Context: an optimization exercise on an open-source flow, tuned for small area. The choices shown serve that exercise and are no tape-out recipe.
In this exercise RTL edits were held to simulation tests only and were not proved equivalent to the original.
Power and IR drop assume default switching activity. No driver is modelled on the clock port, so clocking that relies on it looks cheaper here than on a real chip.

**standard.sh**
```bash
#!/bin/bash
# synth_recipe.tcl (not shown) runs the flow's synth.tcl, then flattens the netlist and writes it again
# the make line also repeats each setting of config.mk as NAME=value (left out here)
make -C /OpenROAD-flow-scripts/flow DESIGN_CONFIG=/design/flow/config.mk WORK_HOME=/design/flow/orfs CLKGATE_MAP_FILE= SYNTH_SCRIPT=/design/flow/synth_recipe.tcl "${@:-finish}"
```
**design.v**
```verilog
`timescale 1ns / 1ps
module LineBuffer
               #(parameter LINE_W = 64)  
               (input clk,
               input [7:0] input_data,
               input shift,
               output [7:0] tap1,           
               output [7:0] tap_r,          
               output [7:0] tap_c,          
               output [7:0] tap_l,          
               output [7:0] tap_w,          
               output [7:0] tap_t);         
localparam N = 2*LINE_W;
reg [8*N-1:0] chain;
always @(posedge clk)
  if (shift)
    chain <= {chain[8*N-9:0], input_data};
assign tap1  = chain[8*1-1 -: 8];
assign tap_r = chain[8*(LINE_W-1)-1 -: 8];
assign tap_c = chain[8*LINE_W-1 -: 8];
assign tap_l = chain[8*(LINE_W+1)-1 -: 8];
assign tap_w = chain[8*(N-1)-1 -: 8];
assign tap_t = chain[8*N-1 -: 8];
endmodule
`timescale 1ns / 1ps
module MulAcc
               (input [7:0] c,  
               input [7:0] l,   
               input [7:0] r,   
               input [7:0] t,   
               input [7:0] b,   
               output [7:0] pixel_odata);
wire w1 = c[0] ^ c[2];
wire w2 = c[0] & c[2];
wire w3 = c[1] ^ c[3];
wire w4 = c[1] & c[3];
wire w5 = c[2] ^ c[4];
wire w6 = c[2] & c[4];
wire w7 = c[3] ^ c[5];
wire w8 = c[3] & c[5];
wire w9 = c[4] ^ c[6];
wire w10 = c[4] & c[6];
wire w11 = c[5] ^ c[7];
wire w12 = c[5] & c[7];
wire w13 = c[0] ^ ~l[0];
wire w14 = c[0] & ~l[0];
wire w15 = c[1] ^ ~l[1] ^ ~r[1];
wire w16 = (c[1] & ~l[1]) | (~r[1] & (c[1] ^ ~l[1]));
wire w17 = ~l[2] ^ ~r[2] ^ ~t[2];
wire w18 = (~l[2] & ~r[2]) | (~t[2] & (~l[2] ^ ~r[2]));
wire w19 = ~b[2] ^ 1'b1;
wire w20 = ~b[2] & 1'b1;
wire w21 = ~l[3] ^ ~r[3] ^ ~t[3];
wire w22 = (~l[3] & ~r[3]) | (~t[3] & (~l[3] ^ ~r[3]));
wire w23 = ~b[3] ^ w2 ^ w3;
wire w24 = (~b[3] & w2) | (w3 & (~b[3] ^ w2));
wire w25 = ~l[4] ^ ~r[4] ^ ~t[4];
wire w26 = (~l[4] & ~r[4]) | (~t[4] & (~l[4] ^ ~r[4]));
wire w27 = ~b[4] ^ w4 ^ w5;
wire w28 = (~b[4] & w4) | (w5 & (~b[4] ^ w4));
wire w29 = ~l[5] ^ ~r[5] ^ ~t[5];
wire w30 = (~l[5] & ~r[5]) | (~t[5] & (~l[5] ^ ~r[5]));
wire w31 = ~b[5] ^ w6 ^ w7;
wire w32 = (~b[5] & w6) | (w7 & (~b[5] ^ w6));
wire w33 = ~l[6] ^ ~r[6] ^ ~t[6];
wire w34 = (~l[6] & ~r[6]) | (~t[6] & (~l[6] ^ ~r[6]));
wire w35 = ~b[6] ^ w8 ^ w9;
wire w36 = (~b[6] & w8) | (w9 & (~b[6] ^ w8));
wire w37 = ~l[7] ^ ~r[7] ^ ~t[7];
wire w38 = (~l[7] & ~r[7]) | (~t[7] & (~l[7] ^ ~r[7]));
wire w39 = ~b[7] ^ w10 ^ w11;
wire w40 = (~b[7] & w10) | (w11 & (~b[7] ^ w10));
wire w41 = ~r[0] ^ ~t[0];
wire w42 = ~r[0] & ~t[0];
wire w43 = ~t[1] ^ ~b[1] ^ w14;
wire w44 = (~t[1] & ~b[1]) | (w14 & (~t[1] ^ ~b[1]));
wire w45 = w1 ^ w16 ^ w17;
wire w46 = (w1 & w16) | (w17 & (w1 ^ w16));
wire w47 = w18 ^ w20 ^ w21;
wire w48 = (w18 & w20) | (w21 & (w18 ^ w20));
wire w49 = w22 ^ w24 ^ w25;
wire w50 = (w22 & w24) | (w25 & (w22 ^ w24));
wire w51 = w26 ^ w28 ^ w29;
wire w52 = (w26 & w28) | (w29 & (w26 ^ w28));
wire w53 = w30 ^ w32 ^ w33;
wire w54 = (w30 & w32) | (w33 & (w30 ^ w32));
wire w55 = w34 ^ w36 ^ w37;
wire w56 = (w34 & w36) | (w37 & (w34 ^ w36));
wire w57 = c[6] ^ w12 ^ w38;
wire w58 = (c[6] & w12) | (w38 & (c[6] ^ w12));
wire w59 = ~b[0] ^ w13;
wire w60 = ~b[0] & w13;
wire w61 = w15 ^ w42 ^ w43;
wire w62 = (w15 & w42) | (w43 & (w15 ^ w42));
wire w63 = w19 ^ w44 ^ w45;
wire w64 = (w19 & w44) | (w45 & (w19 ^ w44));
wire w65 = w23 ^ w46 ^ w47;
wire w66 = (w23 & w46) | (w47 & (w23 ^ w46));
wire w67 = w27 ^ w48 ^ w49;
wire w68 = (w27 & w48) | (w49 & (w27 ^ w48));
wire w69 = w31 ^ w50 ^ w51;
wire w70 = (w31 & w50) | (w51 & (w31 ^ w50));
wire w71 = w35 ^ w52 ^ w53;
wire w72 = (w35 & w52) | (w53 & (w35 ^ w52));
wire w73 = w39 ^ w54 ^ w55;
wire w74 = (w39 & w54) | (w55 & (w39 ^ w54));
wire w75 = w40 ^ w56 ^ w57;
wire w76 = (w40 & w56) | (w57 & (w40 ^ w56));
wire w77 = c[7] ^ w58;
wire w78 = c[7] & w58;
wire w79 = w41 ^ w59;
wire w80 = w41 & w59;
wire w81 = w60 ^ w61 ^ w80;
wire w82 = (w60 & w61) | (w80 & (w60 ^ w61));
wire w83 = w62 ^ w63 ^ w82;
wire w84 = (w62 & w63) | (w82 & (w62 ^ w63));
wire w85 = w64 ^ w65 ^ w84;
wire w86 = (w64 & w65) | (w84 & (w64 ^ w65));
wire w87 = w66 ^ w67 ^ w86;
wire w88 = (w66 & w67) | (w86 & (w66 ^ w67));
wire w89 = w68 ^ w69 ^ w88;
wire w90 = (w68 & w69) | (w88 & (w68 ^ w69));
wire w91 = w70 ^ w71 ^ w90;
wire w92 = (w70 & w71) | (w90 & (w70 ^ w71));
wire w93 = w72 ^ w73 ^ w92;
wire w94 = (w72 & w73) | (w92 & (w72 ^ w73));
wire w95 = w74 ^ w75 ^ w94;
wire w96 = (w74 & w75) | (w94 & (w74 ^ w75));
wire w97 = w76 ^ w77 ^ w96;
wire w98 = (w76 & w77) | (w96 & (w76 ^ w77));
wire w99 = 1'b1 ^ w78 ^ w98;
wire w100 = (1'b1 & w78) | (w98 & (1'b1 ^ w78));
wire w101 = 1'b1 ^ w100;
wire w102 = 1'b1 & w100;
wire [7:0] s = {w93, w91, w89, w87, w85, w83, w81, w79};
wire neg = w101;
wire [7:0] below;
assign below[0] = 1'b0;
genvar i;
generate for (i = 1; i < 8; i = i + 1) begin : g_neg
  assign below[i] = below[i-1] | s[i-1];
end endgenerate
assign pixel_odata = s ^ ({8{neg}} & below);
endmodule
`timescale 1ns / 1ps
module CntrLogic
                #(parameter LINE_W = 64)
                ( input clk,
                input reset,  
                input is_valid_input,
                output col_first,  
                output col_last,   
                output rows_ok     
);
localparam AW = $clog2(LINE_W);
reg [AW-1:0] col;
reg [1:0] rows;
assign col_first = (col == 0);
assign col_last  = (col == LINE_W-1);
assign rows_ok   = rows[1];
always @(posedge clk) begin
  if (reset) begin
    col <= 0;
    rows <= 0;
  end else if (is_valid_input) begin
    col <= col + 1'b1;
    if (col_last && !rows[1])
      rows <= rows + 1'b1;
  end
end
endmodule
`timescale 1ns / 1ps
module TopModule(
input axis_clk,
input axis_resetn,
input i_datavalid,
input [7:0] idata,
output s_axis_ready,
output o_datavalid,
output [7:0] odata,
input m_axis_ready,  
output intr
    );
localparam LINE_W = 64;
wire reset = !axis_resetn;
wire col_first, col_last, rows_ok;
wire [7:0] tap1, tap_r, tap_c, tap_l, tap_w, tap_t;
wire [7:0] result;
reg [7:0] odata_r;
reg       ovalid_r;
reg [7:0] last_px;   
reg       last_due;  
assign s_axis_ready = 1'b1;
assign o_datavalid = ovalid_r;
assign odata = odata_r;
assign intr = last_due;
CntrLogic #(.LINE_W(LINE_W)) ctrl (
  .clk(axis_clk), .reset(reset), .is_valid_input(i_datavalid),
  .col_first(col_first), .col_last(col_last), .rows_ok(rows_ok));
LineBuffer #(.LINE_W(LINE_W)) lines (
  .clk(axis_clk), .input_data(idata), .shift(i_datavalid),
  .tap1(tap1), .tap_r(tap_r), .tap_c(tap_c), .tap_l(tap_l),
  .tap_w(tap_w), .tap_t(tap_t));
MulAcc mac (
  .c(tap_c),
  .l(col_first ? tap1 : tap_l),
  .r(col_last ? tap_w : tap_r),
  .t(tap_t),
  .b(idata),
  .pixel_odata(result));
wire take = i_datavalid & rows_ok;
always @(posedge axis_clk) begin
  if (reset) begin
    ovalid_r <= 1'b0;
    last_due <= 1'b0;
  end else begin
    ovalid_r <= last_due | (take & !col_first);
    last_due <= take & col_last;
  end
end
always @(posedge axis_clk) begin
  if (take & col_first)
    last_px <= result;
  if (last_due)
    odata_r <= last_px;
  else
    odata_r <= result;
end
endmodule
```
**constraint.sdc**
```tcl
create_clock -name core_clock -period 10.0 [get_ports {axis_clk}]
set_input_delay 2.0000 -clock core_clock [delete_from_list [all_inputs] [get_ports {axis_clk}]]
set_output_delay 2.0000 -clock core_clock [all_outputs]
set_load 0.01 [all_outputs]
```
**config.mk**
```make
export PLATFORM = sky130hd
export DESIGN_NAME = TopModule
export DESIGN_NICKNAME = TopModule
export VERILOG_FILES = /design/flow/design.v
export SDC_FILE = /design/flow/constraint.sdc
export NUM_CORES = 4
export LEC_CHECK = 0
export CAP_MARGIN = 20
export CORE_MARGIN = 2
export CORE_UTILIZATION = 45
export PLACE_DENSITY = 0.6
export SLEW_MARGIN = 20
```
**flow/run.sh**
```bash
#!/bin/bash
# Standard ORFS layout; only the clock tree options differ (no dummy loads,
# larger sink clusters driven by clkbuf_16).
set -euo pipefail
export CTS_ARGS="-sink_clustering_enable -repair_clock_nets -sink_clustering_size 34 -sink_clustering_max_diameter 100 -dont_use_dummy_load -buf_list sky130_fd_sc_hd__clkbuf_16"
export BUFFER_PORTS_ARGS=""
bash standard.sh > standard.log 2>&1
```
==> results by group <==
Status
  • Status: finished clean

STA
  • Clk_skew: just under 0.07 ns
  • Final number of setup-violating endpoints: 0
  • FMAX: 0.155 GHz
  • Final max-slew violation count: 0
  • Worst Max-Slew Pin Slew: approximately 1.1 ns
  • Worst Slack Setup Final: between 3 and 4 ns
  • RSZ-0062 raised after global routing: no
  • Period utilization: 0.645
  • Fin crit period: ~6.5 ns
  • Setup TNS: 0 ns
  • Slew headroom: 0.277
  • Final hold viol count: 0
  • WHS: 0.354 ns

Placed design
  • Port Buf Inserts: 20
  • DP Worst Slack: 2.91 ns
  • DP HPWL: approximately 20 mm
  • RePlAce Congestion: between 0.7 and 0.8
  • Inst Count DP: roughly 2.2k

Finish
  • Commonest non-fill, non-tap cell in the layout: edfxtp_1
  • Layout area overhead: 7.27%
  • Post-route insts no fill: 2266
  • Final nets: 1371
  • Share of cells above drive strength 1: 0.0482
  • Most frequent cells in the layout: edfxtp_1, inv_1, clkbuf_16
  • Diode count: 0
  • Util after Layout: 0.487

Clock network
  • Clock Sink Count: roughly 1.1k
  • CTS resizes: 0
  • Hold buffers post-CTS: 0
  • Num CTS Buffers: 37
  • H-tree Lvls: 2
  • Clk pin slew, worst setup/hold paths: 0.12 ns
  • CTS Buffer Depth: 3
  • Postcts setup bufs: 0
  • Clock root cell: clkbuf_16
  • Clock Latency Late Sink: 0.62 ns
  • CTS tree: yes

Setup path
  • Worst r2r src: ctrl.col[2]$_SDFFE_PN0P_
  • Required time of the worst setup path: roughly 10 ns
  • Startpoint types: input port
  • CP Class: input port to flop
  • Crit path from: idata[1]
  • CP Capture Type: flop
  • Arrival time at the worst endpoint: 6.93 ns
  • R2R setup slack: 3.75 ns
  • Crit Path Max Fanout: 7

Hold path
  • Hold Crit Start: lines.chain[187]$_DFFE_PP_
  • Hold Crit Class: flop to flop

Logic synthesis
  • Synthesized area per cell: 26.6 um^2
  • Sequential area share after synthesis: 0.946
  • EDFF count, synth: 1032
  • Main synth FF type: edfxtp_1
  • Post-Synthesis Cells: 1244
  • Synthesis Warnings: 3
  • Main combinational cell family by area after synthesis: adder cells
  • Cell types occupying the most area after synthesis: edfxtp_1, fa_1, dfxtp_1
  • Synthesized cell area: 33100 um^2
  • Post-Synth Adder-Cell Area: 0.0268
  • Syn_nets: 1306
  • Yosys cell types: 40
  • Mux cell area share after synthesis: 0.00657
  • Simple-gate share of the synthesized area: 0.00831
  • Compound-Gate Fraction of Synth Area: 0.00317
  • XOR/XNOR Fraction of Synth Area: 0.00291
  • Post-synthesis register bit count: 1050
  • Leading area contributor after synthesis: edfxtp_1
  • Top cell type's share of synthesized area: 0.935
  • Post-synthesis async set-or-reset flop share: 0

Route
  • Vias: 10.9k
  • Via-per-instance ratio: 4.81
  • DRT antenna net count: 0
  • DRT iter0 DRCs: 1270
  • Routed WL: 38.4 mm
  • Avg WL per Cell: 16.9 um
  • Residual DRC: 0
  • DR pass1 iterations: 4

Flow run
  • MaxCap Viol Count: 0

Global route
  • Vias in the first global route: 10.3k
  • Total global-route track usage: 0.101
  • Total global routing overflow: 0
  • First-pass GRT wire length: 59.7 mm
  • Initial antenna violation count: 1
  • Largest net degree at the start of global routing: 214

Floorplanning
  • Die Wd: 275 um
  • Die Y-Extent: between 200 and 300 um
  • Initial core utilization: 0.454
  • Row count: 99
  • Core area: 73000 um^2
  • Die area: 75800 um^2
  • # IOs: 23

Power and ir drop
  • Worst vdd ir: about 0.16 mV
  • Pwr/cell area: 216 nW/um^2
  • Leak: 11.7 nW
## critical path: stages
cell and delay [ns]:
clkdlybuf4s50_1 0.48, inv_1 0.08, fa_1 0.49, fa_1 0.49, inv_1 0.05, fa_1 0.40
fa_1 0.39, fa_1 0.39, fa_1 0.37, inv_1 0.07, fa_1 0.18, fa_1 0.17
inv_1 0.05, fa_1 0.34, nand3b_1 0.26, and2_1 0.29, and3_1 0.17, a221o_1 0.25
## final cells by class
| cell class | count | area [um^2] |
|---|---|---|
| tap | 959 | 1200 |
| sequential | 1050 | 31400 |
| fill | 5676 | 37400 |
| multi-input combinational | 143 | 1590 |
| clock buffer | 37 | 926 |
| inverter | 46 | 173 |
| timing repair buffer | 31 | 313 |
## state kept, by name (all words and copies together) (netlist names)
signal       count
ctrl.col         6
lines.chain   1024
last_px          8
ovalid_r         1
odata_r          8
ctrl.rows        2
last_due         1
## cells by family (layout without fill, tap and decap cells)
kind of cell / after synthesis / in the layout
other: 1 / 1
buffers and inverters: 51 / 114
xor gates and xnor gates: 11 / 11
AOI/OAI and AO/OA: 12 / 12
muxes: 21 / 21
DFF: 1050 / 1050
and+or+nand+nor: 48 / 48
adders and majority gates: 50 / 50
## layer usage
layer	part of all wire	wire [um]	GRT usage
met5	0	0	0
met4	0.019	729	0.0303
met3	0.039	1490	0.0167
met2	0.39	15000	0.123
met1	0.55	21100	0.180
## final timing paths
path,cells after the start,endpoint
worst max-delay path,18,odata_r[5]$_DFF_P_
worst min register to register,0,lines.chain[195]$_DFFE_PP_
worst max register to register,20,odata_r[5]$_DFF_P_
worst min-delay path,0,lines.chain[195]$_DFFE_PP_
## power by group
part / total [W] / leakage (nW) / internal, W / switching (W)
logic: 0.000645 / 1.02 / 0.000280 / 0.000365
registers: 0.00522 / 10.2 / 0.00515 / 0.0000765
clock network: 0.00180 / 0.456 / 0.000675 / 0.00113
## Yosys cell counts (2+ instances only)
cell         n
a21boi_0     2
and2_1       6
and2b_1      2
and3_1       2
buf_2        3
dfxtp_1     18
edfxtp_1  1032
fa_1        35
ha_1        15
inv_1       46
mux2_2       6
mux2i_1     15
nand2_1     10
nand3_1      6
nand3b_1     3
nand4_1      2
nor2_1       5
nor2b_1      3
o21ai_0      2
or3_1        2
xnor2_1      4
xor2_1       7
## per-stage QoR
step                instance area [um^2]  total power (W)
floorplan                          33100          0.00571
global placement                   34600          0.00596
detailed placement                 34600          0.00598
CTS                                35500          0.00780
global route                       35500          0.00801
finish                             35500          0.00767

==> port drivers added, routing unchanged <==
How much do the figures lean on ideal ports? The routed layout below was timed once more, with nothing changed but the port constraints. Step 1 sets driving cells, clkbuf_16 on the clock port and buf_2 on the other inputs (assumed; they add their load-dependent delay and slew). Step 2, shift: input delay + t, output delay - t, t = (earliest + latest rising clock arrival at the registers) / 2. This alone moves slack from input paths to output paths. Slacks: ideal / step 1 / step 2; pairs: ideal / step 1.
t (ns): 0.637
setup WS [ns]: 3.546 / 3.544 / 2.906
worst setup path at the end: input to register
clock arrival spread, ns: 0.084 / 0.083
slew at the worst register clock pin (ns): 0.12 / 0.12
After both steps setup and hold are still met in this run. The setup slack of this run moves by -0.002 ns with the drivers and by -0.640 ns with both steps.
